This is an optimization exercise on Yosys and OpenROAD, whose aim is small area, a short achievable clock period and few clock cycles per item, not a production implementation.
No run shown here included a check of the RTL's function; only the layout flow was run.
Power is estimated from default activity; no workload was simulated.

[design/flow/design.v]
`timescale 1ns / 1ps
module gain_comp_rows (input [35:0] v, output [35:0] ra, output [35:0] rb);
    wire n1 = ~v[14] ^ v[1];
    wire n2 = ~v[14] & v[1];
    wire n3 = ~v[14] ^ ~v[15] ^ v[2];
    wire n4 = (~v[14] & ~v[15]) | (~v[14] & v[2]) | (~v[15] & v[2]);
    wire n5 = v[5] ^ v[6];
    wire n6 = v[5] & v[6];
    wire n7 = ~v[15] ^ ~v[16] ^ v[3];
    wire n8 = (~v[15] & ~v[16]) | (~v[15] & v[3]) | (~v[16] & v[3]);
    wire n9 = n1 ^ v[4] ^ v[5];
    wire n10 = (n1 & v[4]) | (n1 & v[5]) | (v[4] & v[5]);
    wire n11 = v[7] ^ v[8];
    wire n12 = v[7] & v[8];
    wire n13 = n2 ^ n3 ^ n5;
    wire n14 = (n2 & n3) | (n2 & n5) | (n3 & n5);
    wire n15 = v[8] ^ v[9] ^ v[11];
    wire n16 = (v[8] & v[9]) | (v[8] & v[11]) | (v[9] & v[11]);
    wire n17 = v[12] ^ v[13];
    wire n18 = v[12] & v[13];
    wire n19 = n4 ^ n6 ^ n7;
    wire n20 = (n4 & n6) | (n4 & n7) | (n6 & n7);
    wire n21 = v[6] ^ v[7] ^ v[9];
    wire n22 = (v[6] & v[7]) | (v[6] & v[9]) | (v[7] & v[9]);
    wire n23 = v[10] ^ v[12] ^ v[13];
    wire n24 = (v[10] & v[12]) | (v[10] & v[13]) | (v[12] & v[13]);
    wire n25 = n8 ^ ~v[16] ^ ~v[17];
    wire n26 = (n8 & ~v[16]) | (n8 & ~v[17]) | (~v[16] & ~v[17]);
    wire n27 = v[4] ^ v[7] ^ v[8];
    wire n28 = (v[4] & v[7]) | (v[4] & v[8]) | (v[7] & v[8]);
    wire n29 = v[10] ^ v[11] ^ v[13];
    wire n30 = (v[10] & v[11]) | (v[10] & v[13]) | (v[11] & v[13]);
    wire n31 = ~v[17] ^ ~v[18] ^ v[5];
    wire n32 = (~v[17] & ~v[18]) | (~v[17] & v[5]) | (~v[18] & v[5]);
    wire n33 = v[8] ^ v[9] ^ v[11];
    wire n34 = (v[8] & v[9]) | (v[8] & v[11]) | (v[9] & v[11]);
    wire n35 = ~v[14] ^ ~v[18] ^ ~v[19];
    wire n36 = (~v[14] & ~v[18]) | (~v[14] & ~v[19]) | (~v[18] & ~v[19]);
    wire n37 = v[6] ^ v[9] ^ v[10];
    wire n38 = (v[6] & v[9]) | (v[6] & v[10]) | (v[9] & v[10]);
    wire n39 = v[12] ^ v[13];
    wire n40 = v[12] & v[13];
    wire n41 = ~v[15] ^ ~v[19] ^ ~v[20];
    wire n42 = (~v[15] & ~v[19]) | (~v[15] & ~v[20]) | (~v[19] & ~v[20]);
    wire n43 = v[7] ^ v[10] ^ v[11];
    wire n44 = (v[7] & v[10]) | (v[7] & v[11]) | (v[10] & v[11]);
    wire n45 = ~v[16] ^ ~v[20] ^ ~v[21];
    wire n46 = (~v[16] & ~v[20]) | (~v[16] & ~v[21]) | (~v[20] & ~v[21]);
    wire n47 = ~v[14] ^ ~v[17] ^ ~v[21];
    wire n48 = (~v[14] & ~v[17]) | (~v[14] & ~v[21]) | (~v[17] & ~v[21]);
    wire n49 = ~v[22] ^ v[9];
    wire n50 = ~v[22] & v[9];
    wire n51 = ~v[15] ^ ~v[18] ^ ~v[22];
    wire n52 = (~v[15] & ~v[18]) | (~v[15] & ~v[22]) | (~v[18] & ~v[22]);
    wire n53 = v[22] ^ v[24];
    wire n54 = v[22] & v[24];
    wire n55 = n9 ^ n11 ^ v[10];
    wire n56 = (n9 & n11) | (n9 & v[10]) | (n11 & v[10]);
    wire n57 = n10 ^ n12 ^ n13;
    wire n58 = (n10 & n12) | (n10 & n13) | (n12 & n13);
    wire n59 = n15 ^ n17;
    wire n60 = n15 & n17;
    wire n61 = n14 ^ n16 ^ n18;
    wire n62 = (n14 & n16) | (n14 & n18) | (n16 & n18);
    wire n63 = n19 ^ n21 ^ n23;
    wire n64 = (n19 & n21) | (n19 & n23) | (n21 & n23);
    wire n65 = n20 ^ n22 ^ n24;
    wire n66 = (n20 & n22) | (n20 & n24) | (n22 & n24);
    wire n67 = n25 ^ n27 ^ n29;
    wire n68 = (n25 & n27) | (n25 & n29) | (n27 & n29);
    wire n69 = n26 ^ n28 ^ n30;
    wire n70 = (n26 & n28) | (n26 & n30) | (n28 & n30);
    wire n71 = n31 ^ n33 ^ v[12];
    wire n72 = (n31 & n33) | (n31 & v[12]) | (n33 & v[12]);
    wire n73 = n32 ^ n34 ^ n35;
    wire n74 = (n32 & n34) | (n32 & n35) | (n34 & n35);
    wire n75 = n37 ^ n39 ^ 1'b1;
    wire n76 = (n37 & n39) | (n37 & 1'b1) | (n39 & 1'b1);
    wire n77 = n36 ^ n38 ^ n40;
    wire n78 = (n36 & n38) | (n36 & n40) | (n38 & n40);
    wire n79 = n41 ^ n43 ^ v[13];
    wire n80 = (n41 & n43) | (n41 & v[13]) | (n43 & v[13]);
    wire n81 = n42 ^ n44 ^ n45;
    wire n82 = (n42 & n44) | (n42 & n45) | (n44 & n45);
    wire n83 = v[8] ^ v[11] ^ v[12];
    wire n84 = (v[8] & v[11]) | (v[8] & v[12]) | (v[11] & v[12]);
    wire n85 = n46 ^ n47 ^ n49;
    wire n86 = (n46 & n47) | (n46 & n49) | (n47 & n49);
    wire n87 = v[12] ^ v[13] ^ 1'b1;
    wire n88 = (v[12] & v[13]) | (v[12] & 1'b1) | (v[13] & 1'b1);
    wire n89 = n48 ^ n50 ^ n51;
    wire n90 = (n48 & n50) | (n48 & n51) | (n50 & n51);
    wire n91 = ~v[23] ^ v[10] ^ v[13];
    wire n92 = (~v[23] & v[10]) | (~v[23] & v[13]) | (v[10] & v[13]);
    wire n93 = n52 ^ ~v[16] ^ ~v[19];
    wire n94 = (n52 & ~v[16]) | (n52 & ~v[19]) | (~v[16] & ~v[19]);
    wire n95 = ~v[23] ^ ~v[24] ^ v[11];
    wire n96 = (~v[23] & ~v[24]) | (~v[23] & v[11]) | (~v[24] & v[11]);
    wire n97 = v[14] ^ ~v[17] ^ ~v[20];
    wire n98 = (v[14] & ~v[17]) | (v[14] & ~v[20]) | (~v[17] & ~v[20]);
    wire n99 = ~v[24] ^ ~v[25] ^ v[12];
    wire n100 = (~v[24] & ~v[25]) | (~v[24] & v[12]) | (~v[25] & v[12]);
    wire n101 = v[15] ^ ~v[18] ^ ~v[21];
    wire n102 = (v[15] & ~v[18]) | (v[15] & ~v[21]) | (~v[18] & ~v[21]);
    wire n103 = ~v[25] ^ ~v[26] ^ v[13];
    wire n104 = (~v[25] & ~v[26]) | (~v[25] & v[13]) | (~v[26] & v[13]);
    wire n105 = v[14] ^ v[16] ^ ~v[19];
    wire n106 = (v[14] & v[16]) | (v[14] & ~v[19]) | (v[16] & ~v[19]);
    wire n107 = ~v[22] ^ ~v[26] ^ ~v[27];
    wire n108 = (~v[22] & ~v[26]) | (~v[22] & ~v[27]) | (~v[26] & ~v[27]);
    wire n109 = v[15] ^ v[17] ^ ~v[20];
    wire n110 = (v[15] & v[17]) | (v[15] & ~v[20]) | (v[17] & ~v[20]);
    wire n111 = ~v[23] ^ ~v[27] ^ ~v[28];
    wire n112 = (~v[23] & ~v[27]) | (~v[23] & ~v[28]) | (~v[27] & ~v[28]);
    wire n113 = v[16] ^ v[18] ^ ~v[21];
    wire n114 = (v[16] & v[18]) | (v[16] & ~v[21]) | (v[18] & ~v[21]);
    wire n115 = ~v[24] ^ ~v[28] ^ ~v[29];
    wire n116 = (~v[24] & ~v[28]) | (~v[24] & ~v[29]) | (~v[28] & ~v[29]);
    wire n117 = v[17] ^ v[19] ^ ~v[22];
    wire n118 = (v[17] & v[19]) | (v[17] & ~v[22]) | (v[19] & ~v[22]);
    wire n119 = ~v[25] ^ ~v[29] ^ ~v[30];
    wire n120 = (~v[25] & ~v[29]) | (~v[25] & ~v[30]) | (~v[29] & ~v[30]);
    wire n121 = v[18] ^ v[20] ^ ~v[23];
    wire n122 = (v[18] & v[20]) | (v[18] & ~v[23]) | (v[20] & ~v[23]);
    wire n123 = ~v[26] ^ ~v[30] ^ ~v[31];
    wire n124 = (~v[26] & ~v[30]) | (~v[26] & ~v[31]) | (~v[30] & ~v[31]);
    wire n125 = v[19] ^ v[21] ^ ~v[24];
    wire n126 = (v[19] & v[21]) | (v[19] & ~v[24]) | (v[21] & ~v[24]);
    wire n127 = ~v[27] ^ ~v[31] ^ ~v[32];
    wire n128 = (~v[27] & ~v[31]) | (~v[27] & ~v[32]) | (~v[31] & ~v[32]);
    wire n129 = v[20] ^ v[22] ^ ~v[25];
    wire n130 = (v[20] & v[22]) | (v[20] & ~v[25]) | (v[22] & ~v[25]);
    wire n131 = ~v[28] ^ ~v[32] ^ ~v[33];
    wire n132 = (~v[28] & ~v[32]) | (~v[28] & ~v[33]) | (~v[32] & ~v[33]);
    wire n133 = v[21] ^ v[23] ^ ~v[26];
    wire n134 = (v[21] & v[23]) | (v[21] & ~v[26]) | (v[23] & ~v[26]);
    wire n135 = ~v[29] ^ ~v[33] ^ ~v[34];
    wire n136 = (~v[29] & ~v[33]) | (~v[29] & ~v[34]) | (~v[33] & ~v[34]);
    wire n137 = n53 ^ ~v[27] ^ ~v[30];
    wire n138 = (n53 & ~v[27]) | (n53 & ~v[30]) | (~v[27] & ~v[30]);
    wire n139 = ~v[34] ^ v[35] ^ 1'b1;
    wire n140 = (~v[34] & v[35]) | (~v[34] & 1'b1) | (v[35] & 1'b1);
    wire n141 = n54 ^ v[23] ^ v[25];
    wire n142 = (n54 & v[23]) | (n54 & v[25]) | (v[23] & v[25]);
    wire n143 = ~v[28] ^ ~v[31] ^ v[35];
    wire n144 = (~v[28] & ~v[31]) | (~v[28] & v[35]) | (~v[31] & v[35]);
    wire n145 = v[24] ^ v[26] ^ ~v[29];
    wire n146 = (v[24] & v[26]) | (v[24] & ~v[29]) | (v[26] & ~v[29]);
    wire n147 = ~v[32] ^ 1'b1;
    wire n148 = ~v[32] & 1'b1;
    wire n149 = v[25] ^ v[27] ^ ~v[30];
    wire n150 = (v[25] & v[27]) | (v[25] & ~v[30]) | (v[27] & ~v[30]);
    wire n151 = ~v[33] ^ 1'b1;
    wire n152 = ~v[33] & 1'b1;
    wire n153 = v[26] ^ v[28] ^ ~v[31];
    wire n154 = (v[26] & v[28]) | (v[26] & ~v[31]) | (v[28] & ~v[31]);
    wire n155 = ~v[34] ^ 1'b1;
    wire n156 = ~v[34] & 1'b1;
    wire n157 = v[27] ^ v[29] ^ ~v[32];
    wire n158 = (v[27] & v[29]) | (v[27] & ~v[32]) | (v[29] & ~v[32]);
    wire n159 = v[28] ^ v[30];
    wire n160 = v[28] & v[30];
    wire n161 = v[29] ^ v[31];
    wire n162 = v[29] & v[31];
    wire n163 = n55 ^ v[11];
    wire n164 = n55 & v[11];
    wire n165 = n56 ^ n57 ^ n59;
    wire n166 = (n56 & n57) | (n56 & n59) | (n57 & n59);
    wire n167 = n58 ^ n60 ^ n61;
    wire n168 = (n58 & n60) | (n58 & n61) | (n60 & n61);
    wire n169 = n62 ^ n64 ^ n65;
    wire n170 = (n62 & n64) | (n62 & n65) | (n64 & n65);
    wire n171 = n66 ^ n68 ^ n69;
    wire n172 = (n66 & n68) | (n66 & n69) | (n68 & n69);
    wire n173 = n70 ^ n72 ^ n73;
    wire n174 = (n70 & n72) | (n70 & n73) | (n72 & n73);
    wire n175 = n74 ^ n76 ^ n77;
    wire n176 = (n74 & n76) | (n74 & n77) | (n76 & n77);
    wire n177 = n78 ^ n80 ^ n81;
    wire n178 = (n78 & n80) | (n78 & n81) | (n80 & n81);
    wire n179 = n82 ^ n84 ^ n85;
    wire n180 = (n82 & n84) | (n82 & n85) | (n84 & n85);
    wire n181 = n86 ^ n88 ^ n89;
    wire n182 = (n86 & n88) | (n86 & n89) | (n88 & n89);
    wire n183 = n90 ^ n92 ^ n93;
    wire n184 = (n90 & n92) | (n90 & n93) | (n92 & n93);
    wire n185 = n94 ^ n96 ^ n97;
    wire n186 = (n94 & n96) | (n94 & n97) | (n96 & n97);
    wire n187 = n98 ^ n100 ^ n101;
    wire n188 = (n98 & n100) | (n98 & n101) | (n100 & n101);
    wire n189 = n102 ^ n104 ^ n105;
    wire n190 = (n102 & n104) | (n102 & n105) | (n104 & n105);
    wire n191 = n106 ^ n108 ^ n109;
    wire n192 = (n106 & n108) | (n106 & n109) | (n108 & n109);
    wire n193 = n110 ^ n112 ^ n113;
    wire n194 = (n110 & n112) | (n110 & n113) | (n112 & n113);
    wire n195 = n114 ^ n116 ^ n117;
    wire n196 = (n114 & n116) | (n114 & n117) | (n116 & n117);
    wire n197 = n118 ^ n120 ^ n121;
    wire n198 = (n118 & n120) | (n118 & n121) | (n120 & n121);
    wire n199 = n122 ^ n124 ^ n125;
    wire n200 = (n122 & n124) | (n122 & n125) | (n124 & n125);
    wire n201 = n126 ^ n128 ^ n129;
    wire n202 = (n126 & n128) | (n126 & n129) | (n128 & n129);
    wire n203 = n130 ^ n132 ^ n133;
    wire n204 = (n130 & n132) | (n130 & n133) | (n132 & n133);
    wire n205 = n134 ^ n136 ^ n137;
    wire n206 = (n134 & n136) | (n134 & n137) | (n136 & n137);
    wire n207 = n138 ^ n140 ^ n141;
    wire n208 = (n138 & n140) | (n138 & n141) | (n140 & n141);
    wire n209 = n142 ^ n144 ^ n145;
    wire n210 = (n142 & n144) | (n142 & n145) | (n144 & n145);
    wire n211 = n146 ^ n148 ^ n149;
    wire n212 = (n146 & n148) | (n146 & n149) | (n148 & n149);
    wire n213 = n150 ^ n152 ^ n153;
    wire n214 = (n150 & n152) | (n150 & n153) | (n152 & n153);
    wire n215 = n154 ^ n156 ^ n157;
    wire n216 = (n154 & n156) | (n154 & n157) | (n156 & n157);
    wire n217 = n158 ^ n159 ^ ~v[33];
    wire n218 = (n158 & n159) | (n158 & ~v[33]) | (n159 & ~v[33]);
    wire n219 = n160 ^ n161 ^ ~v[34];
    wire n220 = (n160 & n161) | (n160 & ~v[34]) | (n161 & ~v[34]);
    wire n221 = n162 ^ v[30] ^ v[32];
    wire n222 = (n162 & v[30]) | (n162 & v[32]) | (v[30] & v[32]);
    wire n223 = v[31] ^ v[33];
    wire n224 = v[31] & v[33];
    wire n225 = v[32] ^ v[34];
    wire n226 = v[32] & v[34];
    wire n227 = n163 ^ v[12];
    wire n228 = n163 & v[12];
    wire n229 = n164 ^ n165 ^ 1'b1;
    wire n230 = (n164 & n165) | (n164 & 1'b1) | (n165 & 1'b1);
    wire n231 = n166 ^ n167 ^ n63;
    wire n232 = (n166 & n167) | (n166 & n63) | (n167 & n63);
    wire n233 = n168 ^ n169 ^ n67;
    wire n234 = (n168 & n169) | (n168 & n67) | (n169 & n67);
    wire n235 = n170 ^ n171 ^ n71;
    wire n236 = (n170 & n171) | (n170 & n71) | (n171 & n71);
    wire n237 = n172 ^ n173 ^ n75;
    wire n238 = (n172 & n173) | (n172 & n75) | (n173 & n75);
    wire n239 = n174 ^ n175 ^ n79;
    wire n240 = (n174 & n175) | (n174 & n79) | (n175 & n79);
    wire n241 = n176 ^ n177 ^ n83;
    wire n242 = (n176 & n177) | (n176 & n83) | (n177 & n83);
    wire n243 = n178 ^ n179 ^ n87;
    wire n244 = (n178 & n179) | (n178 & n87) | (n179 & n87);
    wire n245 = n180 ^ n181 ^ n91;
    wire n246 = (n180 & n181) | (n180 & n91) | (n181 & n91);
    wire n247 = n182 ^ n183 ^ n95;
    wire n248 = (n182 & n183) | (n182 & n95) | (n183 & n95);
    wire n249 = n184 ^ n185 ^ n99;
    wire n250 = (n184 & n185) | (n184 & n99) | (n185 & n99);
    wire n251 = n186 ^ n187 ^ n103;
    wire n252 = (n186 & n187) | (n186 & n103) | (n187 & n103);
    wire n253 = n188 ^ n189 ^ n107;
    wire n254 = (n188 & n189) | (n188 & n107) | (n189 & n107);
    wire n255 = n190 ^ n191 ^ n111;
    wire n256 = (n190 & n191) | (n190 & n111) | (n191 & n111);
    wire n257 = n192 ^ n193 ^ n115;
    wire n258 = (n192 & n193) | (n192 & n115) | (n193 & n115);
    wire n259 = n194 ^ n195 ^ n119;
    wire n260 = (n194 & n195) | (n194 & n119) | (n195 & n119);
    wire n261 = n196 ^ n197 ^ n123;
    wire n262 = (n196 & n197) | (n196 & n123) | (n197 & n123);
    wire n263 = n198 ^ n199 ^ n127;
    wire n264 = (n198 & n199) | (n198 & n127) | (n199 & n127);
    wire n265 = n200 ^ n201 ^ n131;
    wire n266 = (n200 & n201) | (n200 & n131) | (n201 & n131);
    wire n267 = n202 ^ n203 ^ n135;
    wire n268 = (n202 & n203) | (n202 & n135) | (n203 & n135);
    wire n269 = n204 ^ n205 ^ n139;
    wire n270 = (n204 & n205) | (n204 & n139) | (n205 & n139);
    wire n271 = n206 ^ n207 ^ n143;
    wire n272 = (n206 & n207) | (n206 & n143) | (n207 & n143);
    wire n273 = n208 ^ n209 ^ n147;
    wire n274 = (n208 & n209) | (n208 & n147) | (n209 & n147);
    wire n275 = n210 ^ n211 ^ n151;
    wire n276 = (n210 & n211) | (n210 & n151) | (n211 & n151);
    wire n277 = n212 ^ n213 ^ n155;
    wire n278 = (n212 & n213) | (n212 & n155) | (n213 & n155);
    wire n279 = n214 ^ n215 ^ v[35];
    wire n280 = (n214 & n215) | (n214 & v[35]) | (n215 & v[35]);
    wire n281 = n216 ^ n217 ^ 1'b1;
    wire n282 = (n216 & n217) | (n216 & 1'b1) | (n217 & 1'b1);
    wire n283 = n218 ^ n219 ^ 1'b1;
    wire n284 = (n218 & n219) | (n218 & 1'b1) | (n219 & 1'b1);
    wire n285 = n220 ^ n221 ^ v[35];
    wire n286 = (n220 & n221) | (n220 & v[35]) | (n221 & v[35]);
    wire n287 = n222 ^ n223 ^ 1'b1;
    wire n288 = (n222 & n223) | (n222 & 1'b1) | (n223 & 1'b1);
    wire n289 = n224 ^ n225 ^ 1'b1;
    wire n290 = (n224 & n225) | (n224 & 1'b1) | (n225 & 1'b1);
    wire n291 = n226 ^ v[33] ^ ~v[35];
    wire n292 = (n226 & v[33]) | (n226 & ~v[35]) | (v[33] & ~v[35]);
    wire n293 = v[34] ^ 1'b1;
    wire n294 = v[34] & 1'b1;
    assign ra = {1'b1, n294, n292, n290, n288, n286, n284, n282, n280, n278, n276, n274, n272, n270, n268, n266, n264, n262, n260, n258, n256, n254, n252, n250, n248, n246, n244, n242, n240, n238, n236, n234, n232, n230, n228, n227};
    assign rb = {1'b0, ~v[35], n293, n291, n289, n287, n285, n283, n281, n279, n277, n275, n273, n271, n269, n267, n265, n263, n261, n259, n257, n255, n253, n251, n249, n247, n245, n243, n241, n239, n237, n235, n233, n231, n229, 1'b1};
endmodule
`timescale 1ns / 1ps
module norm5_unit #(
    parameter DIMENSIONS    = 5,
    parameter DATA_WIDTH    = 32,
    parameter CORDIC_WIDTH  = 38,
    parameter CORDIC_STAGES = 16,
    parameter ANGLE_WIDTH   = 16
)(
    input                              clk,
    input                              nreset,
    input                              start,
    input  [DIMENSIONS*DATA_WIDTH-1:0] w_in,
    output [DIMENSIONS*DATA_WIDTH-1:0] w_out,
    output                             done
);
    localparam W  = 36;      
    localparam OW = 22;      
    localparam CW = W - 6;   
    reg st_idle;    
    reg st_a1;      
    reg st_v;       
    reg st_va;      
    reg st_vb;      
    reg st_r1l;     
    reg st_r;       
    reg st_ra;      
    reg st_rb;      
    reg st_rc;      
    reg [1:0] p;
    reg [3:0] i;     
    reg [3:0] yl, yh, xl, xh;    
    reg wo3, wo4, wo5;
    reg s0;          
    reg tsel;        
    reg ysg;         
    reg rinx, rcnx, riny, rcny;
    reg done_r;
    reg signed [W-1:0] X, Y;
    reg        f;                
    reg        qf;               
    reg        zf;               
    reg [15:0] T1;               
    reg        n1;               
    reg [OW-1:0] O3, O4, O5;     
    wire [15:0] T2 = O3[15:0];
    wire [15:0] T3 = O4[15:0];
    wire [15:0] T4 = O5[15:0];
    reg [W-1:0]  RA, RB;         
    wire [31:0] w1 = w_in[31:0];
    wire [31:0] w2 = w_in[63:32];
    wire [31:0] w3 = w_in[95:64];
    wire [31:0] w4 = w_in[127:96];
    wire [31:0] w5 = w_in[159:128];
    wire [31:0] wsel = st_idle ? w2 :
                       st_a1   ? w1 :
                       (p == 2'd0) ? w3 : (p == 2'd1) ? w4 : w5;
    wire [W-1:0] ld = {wsel[29:0], 6'b0} ^ {W{wsel[31]}};
    reg [15:0] Tcur;
    always @(*) begin
        case (p)
            2'd0:    Tcur = T4;
            2'd1:    Tcur = T3;
            2'd2:    Tcur = T2;
            default: Tcur = T1;
        endcase
    end
    wire vd  = ~s0 & ysg;
    wire inx = st_v ? vd : rinx;
    wire cnx = st_v ? (s0 ? f : ysg) : rcnx;
    wire iny = st_v ? ~vd : riny;
    wire cny = st_v ? (s0 ? ~f : ~ysg) : rcny;
    reg [W-1:0] yt, xt, ysh, xsh;
    integer b, k;
    always @(*) begin
        for (b = 0; b < W; b = b + 1) begin
            yt[b] = 1'b0; xt[b] = 1'b0;
            for (k = 0; k < 4; k = k + 1) begin
                yt[b] = yt[b] | (yl[k] & Y[(b + k > W - 1) ? W - 1 : b + k]);
                xt[b] = xt[b] | (xl[k] & X[(b + k > W - 1) ? W - 1 : b + k]);
            end
        end
        for (b = 0; b < W; b = b + 1) begin
            ysh[b] = 1'b0; xsh[b] = 1'b0;
            for (k = 0; k < 4; k = k + 1) begin
                ysh[b] = ysh[b] | (yh[k] & yt[(b + 4 * k > W - 1) ? W - 1 : b + 4 * k]);
                xsh[b] = xsh[b] | (xh[k] & xt[(b + 4 * k > W - 1) ? W - 1 : b + 4 * k]);
            end
        end
    end
    wire [W:0] xs = {X, 1'b1} + {ysh ^ {W{inx}}, cnx};
    wire [W:0] ys = {Y, 1'b1} + {xsh ^ {W{iny}}, cny};
    wire [W-1:0] xa = xs[W:1];
    wire [W-1:0] ya = ys[W:1];
    wire [W-1:0] tin = tsel ? Y : X;
    wire [W-1:0] ra, rb;
    gain_comp_rows u_gc (.v(tin), .ra(ra), .rb(rb));
    always @(posedge clk) begin
        RA <= ra;
        RB <= rb;
    end
    wire [W-1:0]  cs  = RA + RB;
    wire [CW-1:0] cpa = cs[W-1:6];                 
    wire nn = (p == 2'd0) ? T3[0] : (p == 2'd1) ? T2[0] : n1;
    localparam [W-1:0] ONE = 36'h004000000;    
    localparam [W-1:0] MONE = -ONE;
    always @(posedge clk) begin
        if (st_idle | st_a1 | st_va | st_vb)
            X <= ld;
        else if (st_v | st_r | st_ra)
            X <= xa;
        else if (st_r1l)
            X <= zf ? {W{1'b0}} : ONE;
        else if (st_rb)
            X <= (p == 2'd3) ? {cpa, 6'b0} : {W{1'b0}};
        if (st_idle)
            Y <= {W{1'b0}};
        else if (st_a1 | st_v | st_r | st_va)
            Y <= ya;
        else if (st_r1l)
            Y <= zf ? {W{1'b0}} : (f ? MONE : ONE);
        else if (st_vb | st_rb | st_rc)
            Y <= {cpa ^ {CW{st_rb & nn & (p != 2'd3)}}, {6{st_rb & nn & (p != 2'd3)}}};
        if (st_idle | st_a1 | st_va) f <= wsel[31];
        else if (st_rb) f <= nn;
        if (st_a1) begin qf <= w1[31] ^ w2[31]; n1 <= w1[31]; end
        else if (st_va) qf <= wsel[31];
        if (st_idle) zf <= ~|w_in;
    end
    always @(posedge clk) ysg <= ya[W-1];
    wire [15:0] Tnext = (p == 2'd0) ? T3 : (p == 2'd1) ? T2 : T1;    
    reg  nd;
    always @(*) begin
        if (st_rb)        nd = Tnext[0];           
        else if (st_r1l)  nd = T4[2];              
        else if (s0)      nd = Tcur[1];            
        else              nd = Tcur[2];            
    end
    wire n0 = st_rb;                               
    wire nf = st_rb ? nn : f;
    always @(posedge clk) begin
        if (st_idle) begin
            rinx <= 1'b0; rcnx <= 1'b0; riny <= 1'b0; rcny <= wsel[31];
        end else begin
            rinx <= nd;
            rcnx <= n0 ? (nd ^ nf) : nd;
            riny <= n0 ? 1'b0 : ~nd;
            rcny <= n0 ? nf : ~nd;
        end
    end
    wire r = (st_v & s0) ? qf : (ysg ^ qf);
    wire rsh = st_r & ~s0;
    always @(posedge clk) begin
        if ((st_v && p == 2'd0) || (rsh && p == 2'd3)) T1 <= {r, T1[15:1]};
        if (wo3) O3 <= cpa[OW-1:0];
        else if ((st_v && p == 2'd1) || (rsh && p == 2'd2)) O3[15:0] <= {r, O3[15:1]};
        if (wo4) O4 <= cpa[OW-1:0];
        else if ((st_v && p == 2'd2) || (rsh && p == 2'd1)) O4[15:0] <= {r, O4[15:1]};
        if (wo5) O5 <= cpa[OW-1:0];
        else if ((st_v && p == 2'd3) || st_r1l || (rsh && p == 2'd0)) O5[15:0] <= {r, O5[15:1]};
    end
    always @(posedge clk or negedge nreset) begin
        if (~nreset) begin
            st_idle <= 1'b1;
            st_a1 <= 1'b0; st_v <= 1'b0; st_va <= 1'b0; st_vb <= 1'b0; st_r1l <= 1'b0;
            st_r <= 1'b0; st_ra <= 1'b0; st_rb <= 1'b0; st_rc <= 1'b0;
            p <= 2'd0;
            i <= 4'd0;
            yl <= 4'd1; yh <= 4'd1; xl <= 4'd1; xh <= 4'd1;
            wo3 <= 1'b0; wo4 <= 1'b0; wo5 <= 1'b0;
            s0 <= 1'b1;
            tsel <= 1'b0;
            done_r <= 1'b0;
        end else begin
            st_idle <= (st_idle & ~start) | st_rc;
            st_a1   <= st_idle & start;
            st_v    <= st_a1 | st_vb | (st_v & ~(i == 4'd15) & ~(p == 2'd3 && i == 4'd14));
            st_va   <= st_v & (i == 4'd15) & (p != 2'd3);
            st_vb   <= st_va;
            st_r1l  <= st_v & (p == 2'd3) & (i == 4'd14);
            st_r    <= st_r1l | (st_rb & (p != 2'd3)) | (st_r & (i != 4'd15));
            st_ra   <= st_r & (i == 4'd15);
            st_rb   <= st_ra;
            st_rc   <= st_rb & (p == 2'd3);
            wo5 <= st_rb & (p == 2'd0);
            wo4 <= st_rb & (p == 2'd1);
            wo3 <= st_rb & (p == 2'd2);
            done_r <= st_rc;
            tsel <= st_ra;
            s0 <= st_a1 | st_vb | st_rb | (s0 & ~(st_v | st_r | st_r1l));
            if (st_a1 | st_r1l) p <= 2'd0;
            else if (st_vb | st_rb) p <= p + 2'd1;
            if (st_a1 | st_vb | st_rb) begin
                i <= 4'd0;
                yl <= 4'd1; yh <= 4'd1; xl <= 4'd1; xh <= 4'd1;
            end else if (st_r1l) begin
                i <= 4'd1;
                yl <= 4'd2; yh <= 4'd1; xl <= 4'd2; xh <= 4'd1;
            end else if (st_v | st_r) begin
                i <= i + 4'd1;
                yl <= {yl[2:0], yl[3]};
                xl <= {xl[2:0], xl[3]};
                if (i[1:0] == 2'd3) begin
                    yh <= {yh[2:0], yh[3]};
                    xh <= {xh[2:0], xh[3]};
                end
            end
        end
    end
    assign done = done_r;
    wire [OW-1:0] r1 = Y[OW+5:6];
    wire [OW-1:0] r2 = X[OW+5:6];
    assign w_out = {{(32-OW){O5[OW-1]}}, O5,
                    {(32-OW){O4[OW-1]}}, O4,
                    {(32-OW){O3[OW-1]}}, O3,
                    {(32-OW){r2[OW-1]}}, r2,
                    {(32-OW){r1[OW-1]}}, r1};
endmodule
[design/flow/flow/run.sh]
#!/bin/bash
# The standard layout (standard.sh), with the port buffers made of the smallest
# buffer cell (sky130_fd_sc_hd__buf_1) and the timing repair aimed 5.5 ns below the period.
set -euo pipefail
sed -e 's|"\${@:-finish}"|BUFFER_PORTS_ARGS="-buffer_cell sky130_fd_sc_hd__buf_1" "${@:-finish}"|' \
    -e 's|SETUP_SLACK_MARGIN=[0-9.]*|SETUP_SLACK_MARGIN=5.5|' standard.sh > standard_mod.sh
grep -q BUFFER_PORTS_ARGS standard_mod.sh
bash standard_mod.sh > standard.log 2>&1
[design/flow/standard.sh]
#!/bin/bash
# synth_recipe.tcl (not shown) runs the flow's synth.tcl, then flattens the netlist and writes it again
# the make line also repeats each setting of config.mk as NAME=value (left out here)
make -C /OpenROAD-flow-scripts/flow DESIGN_CONFIG=/design/flow/config.mk WORK_HOME=/design/flow/orfs CLKGATE_MAP_FILE= SYNTH_SCRIPT=/design/flow/synth_recipe.tcl "${@:-finish}"
[design/flow/config.mk]
export PLATFORM = sky130hd
export DESIGN_NAME = norm5_unit
export DESIGN_NICKNAME = norm5_unit
export VERILOG_FILES = /design/flow/design.v
export SDC_FILE = /design/flow/constraint.sdc
export NUM_CORES = 8
export LEC_CHECK = 0
export CAP_MARGIN = 20
export CORE_MARGIN = 2
export CORE_UTILIZATION = 40
export SETUP_SLACK_MARGIN = 5
export SLEW_MARGIN = 20
[design/flow/constraint.sdc]
create_clock -name core_clock -period 10.0 [get_ports {clk}]
set_input_delay 2.0000 -clock core_clock [delete_from_list [all_inputs] [get_ports {clk}]]
set_output_delay 2.0000 -clock core_clock [all_outputs]
set_load 0.01 [all_outputs]
==> run_results.csv, run 1 <==
group,metric,value,unit
synth,syn_area,24900,um2
sta,min_period_over_period,44.7,%
drt,drtIter0Drc,2463,
final_layout,nets,3424,
clock_tree,cts_tree,"built",
floorplanning,dieArea,64300,um2
floorplanning,core,61600,um2
power_and_ir_drop,p_leak,0.0112,uW
clock_tree,clockBufferDepth,3,
clock_tree,cts_num_sinks,269,
clock_tree,htree_levels,2,
synth,synth_cells,2815,
place,port_buffers,323,
floorplanning,ios,324,
critical_path,worstSetupStartpointType,"flop",
global_routing,grt_max_degree,109,
worst_hold_path,min_path_cells,0,
drt,via_count,23200,
sta,slew_violations,0,
place,dp_hpwl,72600,um
place,gp_congestion,0.953,
sta,clock_skew,19.8,ps
critical_path,rr_endpoint,"Y[35]",
sta,clock.fmax,224,MHz
sta,hold_violations,0,
global_routing,grt_busiest_layer,"met2",
global_routing,use_met2,44.2,%
critical_path,r2r-start,"X[17]",
clock_tree,path_clk_slew,60,ps
power_and_ir_drop,power.density,90.1,nW/um2
clock_tree,insertion_delay,560,ps
floorplanning,start_util,40.4,%
floorplanning,num_rows,91,
run_status,outcome,"timing/DRC/antenna clean",
synth,synth_edf_count,121,
sta,hold_ws,370,ps
sta,worst_slew_pin_slew,1180,ps
global_routing,grt_usage,28.9,%
drt,via_per_inst,5.98,
global_routing,grt-ovfl-total,0,
global_routing,grt_pass1_vias,21900,
final_layout,layout-drive-gt1-share,10.9,%
sta,setup_viol,0,
worst_hold_path,hold_path_class,"reg2reg",
critical_path,cp.required,10500,ps
critical_path,r2r_cells,17,
drt,drt-pass1-iter-count,9,
critical_path,cp.arrival,4970,ps
synth,yosysSeqAreaShare,27.3,%
synth,async_flop_share,13.8,%
sta,rsz0062_at_grt,"true",
final_layout,syn2layout_area_growth,13.7,%
drt,drc_errors,0,
worst_hold_path,worstHoldStart,"st_va",
power_and_ir_drop,ir_drop,0.112,mV
global_routing,grtUsageMet3,5.87,%
final_layout,fill_cells,6081,
drt,wire_per_inst,24.9,um
worst_hold_path,min_delay_worst_endpoint,"st_vb",
synth,ys_types,82,
clock_tree,cts_buffers,35,
floorplanning,die_w,253,um
synth,ys.flop_type,"edfxtp_1",
run,maxCapViolations,0,
sta,fin_crit,4470,ps
synth,ys_ff_latch,269,
critical_path,critical_path.max_fanout,7,
critical_path,crit_type,"reg2reg",
critical_path,r2r_slack,5530,ps
sta,relSlewSlack,21.3,%
sta,fin_setup_tns,0,ps
clock_tree,clock-root-buffer,"clkbuf_16",
floorplanning,chipHeight,253,um
synth,synth.avg_cell_area,8.85,um2
global_routing,grt_use_met1,39.9,%
drt,detail-route-antenna-nets,0,
global_routing,grt_pass1_wl,140000,um
synth,yosys_warnings,1,
critical_path,cp-end-kind,"flop",
final_layout,seqCellArea,6820,um2
drt,wirelength,96400,um
synth,syn_nets,3233,
global_routing,grt_antenna_before_repair,12,
final_layout,multi_input_area,16500,um2
[cell usage after synthesis (all sizes together), types with 8 or more instances]
cell type	instances	share of area (%)
or3	11	0.28
dfxtp	111	8.9
a21o	56	1.7
a211oi	23	0.71
nand3	39	0.78
o21ai	134	2.7
mux2	69	3.1
a22o	41	1.4
a31oi	17	0.49
edfxtp	121	15
nor2b	15	0.38
xor2	106	3.7
nand2b	14	0.35
dfrtp	31	3.1
inv	216	3.3
a221oi	53	1.9
buf	136	3.5
a21oi	204	4.1
ha	133	6.7
o21bai	18	0.54
a22oi	180	5.4
a221o	9	0.36
fa	122	9.8
xnor2	122	4.3
nor2	182	2.7
a222oi	9	0.36
and2	8	0.20
clkbuf	124	1.9
nor4	45	1.2
nand2	236	3.6
nor3	39	0.78
and3	11	0.28
mux2i	45	1.8
o21a	12	0.36
nand4	20	0.50
a211o	9	0.32
[worst max path at each step]
stage | startpoint | end | slack (ps) | cells past startpoint
after global routing | xl[2] | Y[30] | 5170 | 17
after detailed placement | st_v | X[33] | 4860 | 14
after floorplan | s0 | X[35] | 5580 | 18
after CTS | yl[0] | X[33] | 5460 | 16
after global placement | st_v | X[33] | 4880 | 14
final | X[17] | Y[35] | 5530 | 17
[worst max-delay path, stage by stage (launching register included)]
cell and delay (ps):
edfxtp_1 610, a22oi_1 230, nand2_1 180, a22o_1 310, a221oi_1 330, xor2_1 230
ha_1 330, and4_1 260, and3_1 200, a22oi_2 250, o31ai_4 100, buf_4 170
a31oi_4 230, o21ai_0 160, and3_1 190, o21a_1 200, xnor2_1 260, a22o_1 170
[registers in the layout, indices dropped and copies added (netlist names), 2 cells and up]
register	flops
O3	22
xh	4
T1	16
O4	22
RB	34
p	2
RA	35
X	36
yl	4
O5	22
xl	4
yh	4
Y	36
i	4
[placed cells by master (no fill, tap or decap), types with 99 or more instances in the layout]
master    instances
edfxtp_1        121
ha_1            125
fa_1            121
xor2_1           99
a22oi_1         178
nor2_1          179
o21ai_0         128
xnor2_1         115
dfxtp_1         111
a21oi_1         199
inv_1           216
buf_1           322
nand2_1         230
[report_power, final]
| group | internal (uW) | switching, uW | leakage [uW] |
|---|---|---|---|
| combinational | 31.6 | 51.9 | 0.00823 |
| sequential | 1140 | 0 | 0.00241 |
| clock | 783 | 541 | 0.000578 |
| total | 1960 | 593 | 0.0112 |
[metal layers]
layer  wire [um]  share of wire, %  up-vias
met3        8110               8.4      187
met5          15             0.016        -
met4        4460               4.6        2
met2       42600                44     1153
met1       41200                43    11400
li1            -                 -    10400
[through the flow]
step / std cells / total power, uW / worst slack (ps) / utilization [%] / area (um2)
finish: 3873 / 2550 / 5530 / 45.9 / 28300
global route: 3873 / 2610 / 5170 / 45.9 / 28300
CTS: 3825 / 2570 / 5460 / 44.8 / 27600
detailed placement: 3751 / 1250 / 4860 / 42.6 / 26300
global placement: 3751 / 1250 / 4880 / 42.6 / 26200
floorplan: 2815 / 1200 / 5580 / - / 24900
[logic make-up (layout without fill, tap and decap cells)]
logic type | after synthesis | in the layout | share of synthesized area, %
flops | 269 | 269 | 27.3
compound gates | 832 | 832 | 22.8
simple gates | 637 | 637 | 11.5
other cells | 0 | 3 | 0
mux | 115 | 115 | 5.02
buf+inv | 476 | 694 | 8.62
fa+ha+maj | 255 | 255 | 16.5
xor+xnor | 231 | 231 | 8.30
[cell type report]
type / count / share of cell area, %
multi-input cells: 2070 / 58.2
well taps: 837 / 3.70
inverters: 216 / 2.86
clock buffers: 44 / 3.21
repair buffers: 414 / 6.92
flip-flops and latches: 269 / 24.1
clock inverters: 20 / 0.933
diodes: 3 / 0.0265
[timing repair]
action,in CTS,in global routing
buffers inserted,10,45
pin swaps,0,26
hold endpoints to repair,0,0
endpoints found under the setup margin,32,28
gates resized for setup,26,59
hold buffers,0,0
==> run 2: changes to the inputs <==
==> design/flow/run.sh (new file) <==
#!/bin/bash
# synth_recipe.tcl (not shown) runs the flow's synth.tcl, then flattens the netlist and writes it again
# the make line also repeats each setting of config.mk as NAME=value (left out here)
make -C /OpenROAD-flow-scripts/flow DESIGN_CONFIG=/design/flow/config.mk WORK_HOME=/design/flow/orfs CLKGATE_MAP_FILE= SYNTH_SCRIPT=/design/flow/synth_recipe.tcl finish
removed: design/flow/flow/run.sh
removed: design/flow/standard.sh
==> run_results.csv, run 2 <==
group,metric,value,unit
run_status,outcome,"timing/DRC/antenna clean",
sta,fin_crit,4770,ps
synth,yosysTopAreaCell,"edfxtp_1",
sta,worst_slew_pin_slew,1160,ps
global_routing,grt_antenna_before_repair,12,
drt,drc_errors,0,
synth,synth.top_cell.area_share,14.6,%
synth,ys_types,82,
clock_tree,clockBufferDepth,3,
global_routing,grt_pass1_vias,21800,
sta,fin_setup_tns,0,ps
sta,min_period_over_period,47.7,%
synth,yosysSeqAreaShare,27.3,%
floorplanning,dieArea,64300,um2
place,gp_congestion,0.965,
global_routing,grt-ovfl-total,0,
drt,drtIter0Drc,2478,
clock_tree,insertion_delay,570,ps
critical_path,critical_path.max_fanout,7,
final_layout,layout-drive-gt1-share,7.88,%
sta,clock.fmax,210,MHz
final_layout,reg_top3,"X x36, Y x36, RA x35",
critical_path,crit_type,"reg2reg",
global_routing,grt_max_degree,109,
place,port_buffers,323,
floorplanning,start_util,40.4,%
final_layout,nets,3374,
power_and_ir_drop,p_leak,0.0118,uW
clock_tree,htree_levels,2,
floorplanning,ios,324,
synth,synth_common_cells,"236 x nand2_1, 216 x inv_1, 204 x a21oi_1",
synth,syn_area,24900,um2
synth,synth_edf_count,121,
synth,ys.flop_type,"edfxtp_1",
final_layout,mostFrequentLayoutCells,"322 x clkdlybuf4s50_1, 236 x nand2_1, 216 x inv_1, 204 x a21oi_1",
place,dp.cells,3748,
floorplanning,num_rows,91,
clock_tree,cts_buffers,34,
sta,hold_ws,385,ps
synth,synthTopCellsByArea,"edfxtp_1 15%, fa_1 9.8%, dfxtp_1 8.9%",
clock_tree,holdBufCountCts,0,
global_routing,grt_usage,29.3,%
critical_path,worstSetupStartpointType,"flop",
final_layout,stdcell_count,3820,
drt,via_count,22900,
drt,wirelength,95900,um
critical_path,cp.arrival,5220,ps
clock_tree,cts_tree,"built",
power_and_ir_drop,ir_drop,0.120,mV
place,dp_hpwl,73700,um
final_layout,design_area,29700,um2
critical_path,cp.required,10440,ps
run,maxCapViolations,0,
floorplanning,chipHeight,253,um
drt,via_per_inst,5.98,
worst_hold_path,hold_path_class,"reg2reg",
clock_tree,clock-root-buffer,"clkbuf_16",
synth,synth.avg_cell_area,8.85,um2
final_layout,fin_util,48.1,%
global_routing,grt_pass1_wl,141000,um
sta,clock_skew,21.9,ps
synth,ys_ff_latch,269,
drt,drt-pass1-iter-count,6,
clock_tree,cts_num_sinks,269,
floorplanning,die_w,253,um
final_layout,syn2layout_area_growth,19.1,%
synth,synth_cells,2815,
sta,hold_violations,0,
sta,relSlewSlack,22.1,%
sta,setup_viol,0,
synth,yosys_warnings,1,
synth,yosysMostFrequentCell,"nand2_1",
synth,async_flop_share,13.8,%
synth,syn_nets,3233,
floorplanning,core,61600,um2
place,dpl_cell_area,28300,um2
drt,wire_per_inst,25.1,um
sta,slew_violations,0,
clock_tree,path_clk_slew,60,ps
drt,detail-route-antenna-nets,0,
critical_path,cp-end-kind,"flop",
power_and_ir_drop,power.density,90.1,nW/um2
sta,rsz0062_at_grt,"false",
final_layout,final_common_cell,"clkdlybuf4s50_1",
==> run 2: cell counts after synthesis <==
Identical to the previous run, type by type.
==> run 2: area by class of cell <==
class | count | area, um2
clock buffers | 39 | 901
fillers | 5823 | 31900
flip-flops and latches | 269 | 6820
multi-input cells | 2070 | 16200
clock inverters | 23 | 365
repair buffers | 365 | 3560
well taps | 837 | 1050
diodes | 1 | 2.50
inverters | 216 | 811
==> run 2: critical path, stage by stage (launching register included) <==
cell	delay [ps]
edfxtp_1	710
a22oi_1	320
nand2_1	170
a22o_1	250
a221oi_1	350
xor2_1	220
ha_1	330
and4_1	280
and3_1	190
a22oi_1	210
o31ai_2	170
a31oi_1	500
o21ai_0	190
and3_1	200
o21a_1	190
xnor2_1	140
a22o_1	210
==> run 2: cells by family after synthesis <==
group / Yosys count / synth area share (%)
adder cells (fa/ha/maj): 255 / 16.5
buffers and inverters: 476 / 8.62
flip-flops: 269 / 27.3
XOR/XNOR: 231 / 8.30
AO/OA/AOI/OAI: 832 / 22.8
multiplexers: 115 / 5.02
AND/OR/NAND/NOR: 637 / 11.5
==> run 2: worst paths after layout <==
kind | from | slack, ps | end | depth (start not counted)
setup / recovery | X[19] | 5230 | Y[35] | 16
setup reg to reg | X[19] | 5230 | Y[35] | 16
hold / removal | st_va | 380 | st_vb | 0
hold reg to reg | st_va | 380 | st_vb | 0
max in group asynchronous | nreset | 7790 | xl[3] | 1
min in group asynchronous | nreset | 1560 | xh[3] | 1
==> run 2: report_power, final <==
group	leakage, uW	total [uW]	switching (uW)	internal [uW]
combinational	0.00878	126	53.0	73.3
clock	0.000616	1400	539	865
sequential	0.00241	1140	0	1140
==> run 2: repair_timing <==
action,4_1_cts,5_1_grt
buffers inserted,0,8
resized for setup,2,9
endpoints found under the setup margin,4,13
==> run 2: routing by layer <==
layer | track usage (%) | routed length [um] | vias to the layer above
li1 | - | - | 10300
met1 | 40.3 | 40700 | 11100
met2 | 43.4 | 41000 | 1256
met3 | 6.50 | 9010 | 198
met4 | 14.3 | 5200 | 0
met5 | 0 | 0 | -
==> run 2: stage by stage <==
| step | worst slack, ps | power [uW] |
|---|---|---|
| after CTS | 5030 | 2690 |
| final | 5230 | 2670 |
| after global placement | 5050 | 1290 |
| after detailed placement | 4920 | 1290 |
| after global routing | 5000 | 2750 |
| after floorplan | 5490 | 1200 |
==> run 3: changes to the inputs <==
==> design/flow/flow/run.sh (new file) <==
#!/bin/bash
# The standard layout (standard.sh), with the port buffers made of the smallest
# buffer cell (sky130_fd_sc_hd__buf_1) instead of the one buffer_ports picks by default.
set -euo pipefail
sed 's|"\${@:-finish}"|BUFFER_PORTS_ARGS="-buffer_cell sky130_fd_sc_hd__buf_1" "${@:-finish}"|' standard.sh > standard_buf.sh
grep -q BUFFER_PORTS_ARGS standard_buf.sh
bash standard_buf.sh > standard.log 2>&1
==> design/flow/standard.sh (new file) <==
#!/bin/bash
# synth_recipe.tcl (not shown) runs the flow's synth.tcl, then flattens the netlist and writes it again
# the make line also repeats each setting of config.mk as NAME=value (left out here)
make -C /OpenROAD-flow-scripts/flow DESIGN_CONFIG=/design/flow/config.mk WORK_HOME=/design/flow/orfs CLKGATE_MAP_FILE= SYNTH_SCRIPT=/design/flow/synth_recipe.tcl "${@:-finish}"
removed: design/flow/run.sh
==> run_results.csv, run 3 <==
group,metric,value,unit
sta,hold_violations,0,
synth,yosysSeqAreaShare,27.3,%
sta,rsz0062_at_grt,"false",
power_and_ir_drop,power.density,92.5,nW/um2
synth,yosys_warnings,1,
synth,synth_top_family_by_area,"compound AO/OA/AOI/OAI gates",
synth,muxShareOfSynthArea,5.02,%
drt,wire_per_inst,24.6,um
global_routing,grt_max_degree,71,
global_routing,grt-ovfl-total,0,
final_layout,reg_top3,"X x36, Y x36, RA x35",
final_layout,layout-drive-gt1-share,7.76,%
critical_path,critical_path.max_fanout,38,
synth,synth-simple-area-share,11.5,%
power_and_ir_drop,power,2550,uW
drt,via_per_inst,5.97,
clock_tree,clock-root-buffer,"clkbuf_16",
power_and_ir_drop,ir_drop,0.146,mV
synth,yosysMostFrequentCell,"nand2_1",
sta,min_period_over_period,47.9,%
place,dpl_worst_slack,4880,ps
sta,fin_ws,5210,ps
synth,synth_common_cells,"236 x nand2_1, 216 x inv_1, 204 x a21oi_1",
synth,synth-xor-area-share,8.30,%
sta,fin_setup_tns,0,ps
floorplanning,ios,324,
worst_hold_path,hold_path_class,"reg2reg",
synth,synth_cells,2815,
final_layout,final_common_cell,"buf_1",
synth,ys_types,82,
run,maxCapViolations,0,
sta,clock_skew,41.4,ps
critical_path,r2r-start,"yl[0]",
synth,synth_compound_area_share,22.8,%
sta,relSlewSlack,17.2,%
clock_tree,path_clk_slew,60,ps
floorplanning,num_rows,91,
final_layout,nets,3369,
critical_path,worstSetupStartpointType,"flop",
floorplanning,core,61600,um2
synth,syn_area,24900,um2
drt,drtIter0Drc,2494,
synth,synth.avg_cell_area,8.85,um2
final_layout,syn2layout_area_growth,10.7,%
drt,detail-route-antenna-nets,0,
synth,synth_edf_count,121,
critical_path,r2r_cells,16,
synth,ys_ff_latch,269,
clock_tree,cts_tree,"built",
place,port_buffers,323,
sta,fin_crit,4790,ps
clock_tree,insertion_delay,580,ps
sta,hold_ws,375,ps
clock_tree,post_cts_buffers,0,
synth,syn_nets,3233,
clock_tree,clockBufferDepth,3,
critical_path,rr_endpoint,"X[33]",
floorplanning,chipHeight,253,um
clock_tree,holdBufCountCts,0,
drt,via_count,22800,
sta,slew_violations,0,
clock_tree,cts_num_sinks,269,
critical_path,cp.arrival,5080,ps
drt,wirelength,93800,um
floorplanning,start_util,40.4,%
global_routing,grt_pass1_vias,21400,
sta,setup_viol,0,
place,gp_congestion,0.941,
critical_path,crit_type,"reg2reg",
global_routing,grt_antenna_before_repair,7,
global_routing,grt_pass1_wl,138000,um
clock_tree,cts_buffers,34,
synth,synthTopCellsByArea,"edfxtp_1 15%, fa_1 9.8%, dfxtp_1 8.9%",
sta,clock.fmax,209,MHz
synth,ys.flop_type,"edfxtp_1",
synth,synthAdderAreaFrac,16.5,%
floorplanning,die_w,253,um
critical_path,cp.required,10290,ps
synth,async_flop_share,13.8,%
critical_path,r2r_slack,5210,ps
synth,synth.top_cell.area_share,14.6,%
global_routing,grt_usage,28.6,%
sta,worst_slew_pin_slew,1240,ps
critical_path,crit_start,"yl[0]",
critical_path,endpoint,"X[33]",
synth,yosysTopAreaCell,"edfxtp_1",
floorplanning,dieArea,64300,um2
clock_tree,htree_levels,2,
drt,drc_errors,0,
power_and_ir_drop,p_leak,0.0109,uW
critical_path,cp-end-kind,"flop",
run_status,outcome,"timing/DRC/antenna clean",
drt,drt-pass1-iter-count,7,
final_layout,mostFrequentLayoutCells,"322 x buf_1, 236 x nand2_1, 216 x inv_1, 204 x a21oi_1, 180 x a22oi_1",
place,dp_hpwl,71700,um
run 3: cells by family after synthesis:
logic type      Yosys count
compound gates          832
xor+xnor                231
fa+ha+maj               255
buf+inv                 476
flops                   269
mux                     115
simple gates            637
run 3: critical path, stage by stage (launching register included):
cell,delay [ps]
dfstp_2,980
a22oi_1,180
nand2_1,170
a22o_1,180
a221oi_1,60
xor2_1,170
ha_1,440
o21a_1,150
o21ai_0,100
a211o_1,330
o2111a_1,240
a311oi_2,410
a21oi_1,240
or3_1,350
a21oi_1,200
xnor2_1,170
o221ai_1,150
run 3: area by class of cell:
class                      count  area [um2]
timing repair buffer         360        1500
sequential                   269        6810
fill                        6033       34000
multi-input combinational   2070       16200
tap                          837        1050
clock buffer                  47        1000
antenna                        2        5.00
clock inverter                15         203
inverter                     216         811
run 3: routing by layer:
metal / wire length (um) / global-route usage, % / vias up
met5: 12 / 0 / -
met4: 3890 / 11.9 / 2
met3: 8580 / 6.26 / 177
met2: 41200 / 42.9 / 1179
met1: 40100 / 39.7 / 11100
li1: - / - / 10300
run 3: worst min path at each step:
stage | end | slack (ps) | cells after the start | startpoint
floorplan | st_vb | 350 | 0 | st_va
global placement | st_vb | 350 | 0 | st_va
detailed placement | st_vb | 360 | 0 | st_va
CTS | st_vb | 370 | 0 | st_va
global route | st_vb | 390 | 0 | st_va
finish | st_vb | 370 | 0 | st_va
run 3: where the power goes:
group / internal [uW] / switching, uW
logic: 31.7 / 52.3
registers: 1140 / 0
clock network: 790 / 536
total: 1960 / 588
run 3: through the flow:
stage | utilization (%) | area, um2 | instances
floorplan | - | 24900 | 2815
global placement | 42.6 | 26300 | 3751
detailed placement | 42.7 | 26300 | 3752
CTS | 44.7 | 27500 | 3814
global route | 44.7 | 27600 | 3815
finish | 44.8 | 27600 | 3816
run 3: timing repair:
item | in CTS | in global routing
cloned | 0 | 0
gates resized for setup | 5 | 10
endpoints found under the setup margin | 5 | 11
==> run 4: changes to the inputs <==
--- a/design/flow/design.v
+++ b/design/flow/design.v
@@ -331,5 +331,4 @@
     reg wo3, wo4, wo5;
     reg s0;          
-    reg tsel;        
     reg ysg;         
     reg rinx, rcnx, riny, rcny;
@@ -391,5 +390,5 @@
     wire [W-1:0] xa = xs[W:1];
     wire [W-1:0] ya = ys[W:1];
-    wire [W-1:0] tin = tsel ? Y : X;
+    wire [W-1:0] tin = X;
     wire [W-1:0] ra, rb;
     gain_comp_rows u_gc (.v(tin), .ra(ra), .rb(rb));
@@ -406,6 +405,8 @@
         if (st_idle | st_a1 | st_va | st_vb)
             X <= ld;
-        else if (st_v | st_r | st_ra)
+        else if (st_v | st_r)
             X <= xa;
+        else if (st_ra)
+            X <= Y;                          
         else if (st_r1l)
             X <= zf ? {W{1'b0}} : ONE;
@@ -414,9 +415,9 @@
         if (st_idle)
             Y <= {W{1'b0}};
-        else if (st_a1 | st_v | st_r | st_va)
+        else if (st_a1 | st_v | st_r | st_va | st_ra)
             Y <= ya;
         else if (st_r1l)
             Y <= zf ? {W{1'b0}} : (f ? MONE : ONE);
-        else if (st_vb | st_rb | st_rc)
+        else     
             Y <= {cpa ^ {CW{st_rb & nn & (p != 2'd3)}}, {6{st_rb & nn & (p != 2'd3)}}};
         if (st_idle | st_a1 | st_va) f <= wsel[31];
@@ -463,10 +464,4 @@
             st_a1 <= 1'b0; st_v <= 1'b0; st_va <= 1'b0; st_vb <= 1'b0; st_r1l <= 1'b0;
             st_r <= 1'b0; st_ra <= 1'b0; st_rb <= 1'b0; st_rc <= 1'b0;
-            p <= 2'd0;
-            i <= 4'd0;
-            yl <= 4'd1; yh <= 4'd1; xl <= 4'd1; xh <= 4'd1;
-            wo3 <= 1'b0; wo4 <= 1'b0; wo5 <= 1'b0;
-            s0 <= 1'b1;
-            tsel <= 1'b0;
             done_r <= 1'b0;
         end else begin
@@ -481,26 +476,27 @@
             st_rb   <= st_ra;
             st_rc   <= st_rb & (p == 2'd3);
-            wo5 <= st_rb & (p == 2'd0);
-            wo4 <= st_rb & (p == 2'd1);
-            wo3 <= st_rb & (p == 2'd2);
-            done_r <= st_rc;
-            tsel <= st_ra;
-            s0 <= st_a1 | st_vb | st_rb | (s0 & ~(st_v | st_r | st_r1l));
-            if (st_a1 | st_r1l) p <= 2'd0;
-            else if (st_vb | st_rb) p <= p + 2'd1;
-            if (st_a1 | st_vb | st_rb) begin
-                i <= 4'd0;
-                yl <= 4'd1; yh <= 4'd1; xl <= 4'd1; xh <= 4'd1;
-            end else if (st_r1l) begin
-                i <= 4'd1;
-                yl <= 4'd2; yh <= 4'd1; xl <= 4'd2; xh <= 4'd1;
-            end else if (st_v | st_r) begin
-                i <= i + 4'd1;
-                yl <= {yl[2:0], yl[3]};
-                xl <= {xl[2:0], xl[3]};
-                if (i[1:0] == 2'd3) begin
-                    yh <= {yh[2:0], yh[3]};
-                    xh <= {xh[2:0], xh[3]};
-                end
+            done_r  <= st_rc;
+        end
+    end
+    always @(posedge clk) begin
+        wo5 <= st_rb & (p == 2'd0);
+        wo4 <= st_rb & (p == 2'd1);
+        wo3 <= st_rb & (p == 2'd2);
+        s0 <= st_a1 | st_vb | st_rb | (s0 & ~(st_v | st_r | st_r1l));
+        if (st_a1 | st_r1l) p <= 2'd0;
+        else if (st_vb | st_rb) p <= p + 2'd1;
+        if (st_idle | st_a1 | st_vb | st_rb) begin      
+            i <= 4'd0;
+            yl <= 4'd1; yh <= 4'd1; xl <= 4'd1; xh <= 4'd1;
+        end else if (st_r1l) begin
+            i <= 4'd1;
+            yl <= 4'd2; yh <= 4'd1; xl <= 4'd2; xh <= 4'd1;
+        end else if (st_v | st_r) begin
+            i <= i + 4'd1;
+            yl <= {yl[2:0], yl[3]};
+            xl <= {xl[2:0], xl[3]};
+            if (i[1:0] == 2'd3) begin
+                yh <= {yh[2:0], yh[3]};
+                xh <= {xh[2:0], xh[3]};
             end
         end
==> design/flow/flow/run.sh (replaced) <==
#!/bin/bash
# The standard layout (standard.sh), with the port buffers made of the smallest
# buffer cell (sky130_fd_sc_hd__buf_1) and the timing repair aimed 5.5 ns below the period.
set -euo pipefail
sed -e 's|"\${@:-finish}"|BUFFER_PORTS_ARGS="-buffer_cell sky130_fd_sc_hd__buf_1" "${@:-finish}"|' \
    -e 's|SETUP_SLACK_MARGIN=[0-9.]*|SETUP_SLACK_MARGIN=5.5|' standard.sh > standard_mod.sh
grep -q BUFFER_PORTS_ARGS standard_mod.sh
bash standard_mod.sh > standard.log 2>&1
==> run_results.csv, run 4 <==
group,metric,value,unit
final_layout,nets,3435,
power_and_ir_drop,p_int,1940,uW
drt,wire_per_inst,25.8,um
synth,synth_edf_count,121,
critical_path,cp.arrival,4680,ps
synth,yosys_warnings,1,
floorplanning,core,60400,um2
synth,yosysTopAreaCell,"edfxtp_1",
clock_tree,cts_num_sinks,269,
floorplanning,start_util,40.4,%
floorplanning,dieArea,63000,um2
drt,drtIter0Drc,2346,
sta,worst_slew_pin_slew,1140,ps
sta,fin_crit,4400,ps
critical_path,cp.required,10280,ps
synth,synthTopCellsByArea,"edfxtp_1 15%, dfxtp_1 11%, fa_1 10%",
power_and_ir_drop,power.density,90.8,nW/um2
place,gp_congestion,0.996,
synth,yosysSeqAreaShare,27.3,%
sta,slew_violations,0,
clock_tree,insertion_delay,570,ps
final_layout,layout-drive-gt1-share,11.5,%
synth,ys_ff_latch,269,
global_routing,grt_usage,30.3,%
sta,hold_violations,0,
power_and_ir_drop,swShare,24.3,%
worst_hold_path,hold_path_class,"reg2reg",
power_and_ir_drop,pwr-share-clk,51.9,%
synth,async_flop_share,4.09,%
sta,setup_viol,0,
place,port_buffers,323,
sta,fin_setup_tns,0,ps
drt,detail-route-antenna-nets,0,
clock_tree,clock-root-buffer,"clkbuf_16",
floorplanning,num_rows,90,
global_routing,grt_pass1_vias,22200,
sta,min_period_over_period,44.0,%
run,maxCapViolations,0,
power_and_ir_drop,p_seq_share,44.5,%
sta,clock.fmax,227,MHz
floorplanning,ios,324,
critical_path,critical_path.max_fanout,11,
global_routing,grt-ovfl-total,0,
drt,drc_errors,0,
power_and_ir_drop,ir_drop,0.0877,mV
synth,synth_common_cells,"249 x nand2_1, 233 x a21oi_1, 204 x inv_1",
synth,yosysMostFrequentCell,"nand2_1",
final_layout,final_common_cell,"buf_1",
sta,hold_ws,388,ps
power_and_ir_drop,comb_power_share,3.6,%
clock_tree,path_clk_slew,60,ps
sta,clock_skew,13.5,ps
floorplanning,chipHeight,251,um
clock_tree,cts_tree,"built",
global_routing,grt_pass1_wl,143000,um
global_routing,grt_max_degree,73,
place,dp_hpwl,75000,um
clock_tree,htree_levels,2,
synth,synth.avg_cell_area,8.77,um2
floorplanning,die_w,251,um
sta,relSlewSlack,23.9,%
drt,via_count,23300,
clock_tree,clockBufferDepth,3,
critical_path,worstSetupStartpointType,"flop",
synth,synth_cells,2784,
global_routing,grt_antenna_before_repair,8,
synth,ys.flop_type,"dfxtp_1",
clock_tree,cts_buffers,35,
synth,syn_area,24400,um2
critical_path,cp-end-kind,"flop",
run_status,outcome,"timing/DRC/antenna clean",
clock_tree,holdBufCountCts,0,
power_and_ir_drop,power.switching,622,uW
drt,wirelength,98700,um
drt,via_per_inst,6.09,
final_layout,mostFrequentLayoutCells,"323 x buf_1, 238 x nand2_1, 232 x a21oi_1, 202 x inv_1, 179 x nor2_1",
final_layout,syn2layout_area_growth,15.4,%
critical_path,crit_type,"reg2reg",
drt,drt-pass1-iter-count,8,
final_layout,reg_top3,"X x36, Y x36, RA x35",
synth,ys_types,89,
sta,rsz0062_at_grt,"true",
synth,synth.top_cell.area_share,14.9,%
power_and_ir_drop,p_leak,0.0115,uW
synth,syn_nets,3200,
==> run 4: final timing paths <==
check                         end  slack [ps]  cells after the start    from
max                         X[34]        5600                     18   yl[3]
min                         st_vb         390                      0   st_va
max reg2reg                 X[34]        5600                     18   yl[3]
min reg2reg                 st_vb         390                      0   st_va
max in group asynchronous    st_v        8100                      1  nreset
min in group asynchronous  done_r        1430                      1  nreset
==> run 4: per-layer routing <==
layer / GRT usage (%) / vias to the layer above / share of wire [%]
li1: - / 10500 / -
met1: 38.5 / 11400 / 40
met2: 48.6 / 1272 / 46
met3: 5.97 / 247 / 8.2
met4: 16.2 / 0 / 6.2
met5: 0 / - / 0
==> run 4: worst max-delay path, stage by stage (launching register included) <==
cell       delay [ps]
dfxtp_4           390
buf_4             160
clkbuf_16         160
or3_1             350
o21ai_1           200
nor2_1            110
a221oi_1          310
xor2_1            350
ha_1              410
a21o_1            230
a21o_1            170
a21oi_1           260
nor2b_1           110
nor2_1            110
o21ai_0           100
a21o_1            200
or3_1             300
nand3_1           110
a22oi_1            70
==> run 4: layout make-up <==
class / instances / area (um2)
multi-input combinational: 2050 / 16200
antenna: 1 / 2.50
inverter: 205 / 773
fill: 5934 / 32200
clock buffer: 45 / 955
tap: 782 / 978
timing repair buffer: 458 / 2400
clock inverter: 19 / 229
sequential: 269 / 6680
==> run 4: kinds of logic after synthesis <==
group	share of synthesized area (%)
compound gates	23.5
xor+xnor	8.25
fa+ha+maj	16.7
buf+inv	8.65
flops	27.3
mux	3.65
simple gates	12.0
==> run 4: stage by stage <==
step / setup WS (ps) / instances / area (um2) / utilization [%] / total power [uW]
3_3_place_gp: 4840 / 3672 / 25700 / 42.6 / 1250
5_1_grt: 5450 / 3829 / 28200 / 46.7 / 2620
6_report: 5600 / 3829 / 28200 / 46.7 / 2560
3_5_place_dp: 4670 / 3674 / 25800 / 42.7 / 1250
2_1_floorplan: 5590 / 2784 / 24400 / - / 1200
4_1_cts: 5480 / 3793 / 27500 / 45.6 / 2570
==> run 4: timing repair <==
item	in CTS	in global routing
gates resized for setup	31	82
buffers inserted	55	32
pin swaps	4	28
hold endpoints to repair	0	0
cloned	0	3
setup endpoints to repair	41	23
==> run 4: power groups by stage <==
stage               Sequential [uW]  Combinational (uW)  Clock, uW
floorplan                      1160                31.5          0
global route                   1140                98.7       1390
detailed placement             1160                90.4          0
finish                         1140                91.3       1330
global placement               1160                90.3          0
CTS                            1140                90.7       1340

-- separate check: timing with driven ports --
The flow's constraints put no driver on any port. The routed layouts listed below were extracted and timed again, unchanged, in two steps. Step 1 (the two cells are an assumption about what drives the block):
set clk [get_ports {clk}]
set_driving_cell -lib_cell sky130_fd_sc_hd__clkbuf_16 $clk
set_driving_cell -lib_cell sky130_fd_sc_hd__buf_2 [delete_from_list [all_inputs] $clk]
Step 2 adds t to the input delays and takes it off the output delays; t is the mean of the earliest and latest rising clock arrival at the registers after step 1. Input paths then give back, and output paths get back, about the clock's delay inside the block. Three values: no drivers, after step 1, after step 2; two values: the first two.
| run | t (ns) | setup WS [ns] | worst hold slack (ns) | worst setup path after step 2 | pins driven straight from the clock port |
|---|---|---|---|---|---|
| run 1 | 0.620 | 5.528 / 5.528 / 5.528 | 0.370 / 0.370 / 0.370 | register to register | 1 |
| run 2 | 0.619 | 5.227 / 5.227 / 5.227 | 0.385 / 0.385 / 0.385 | register to register | 1 |
| run 3 | 0.618 | 5.211 / 5.211 / 5.211 | 0.375 / 0.375 / 0.375 | register to register | 1 |
| run 4 | 0.628 | 5.604 / 5.604 / 5.531 | 0.388 / 0.388 / 0.388 | input to register | 1 |
After both steps every run listed still meets setup and hold. The setup slack of run 4, which loses most, moves by 0.000 ns with the drivers and by -0.073 ns with both steps.
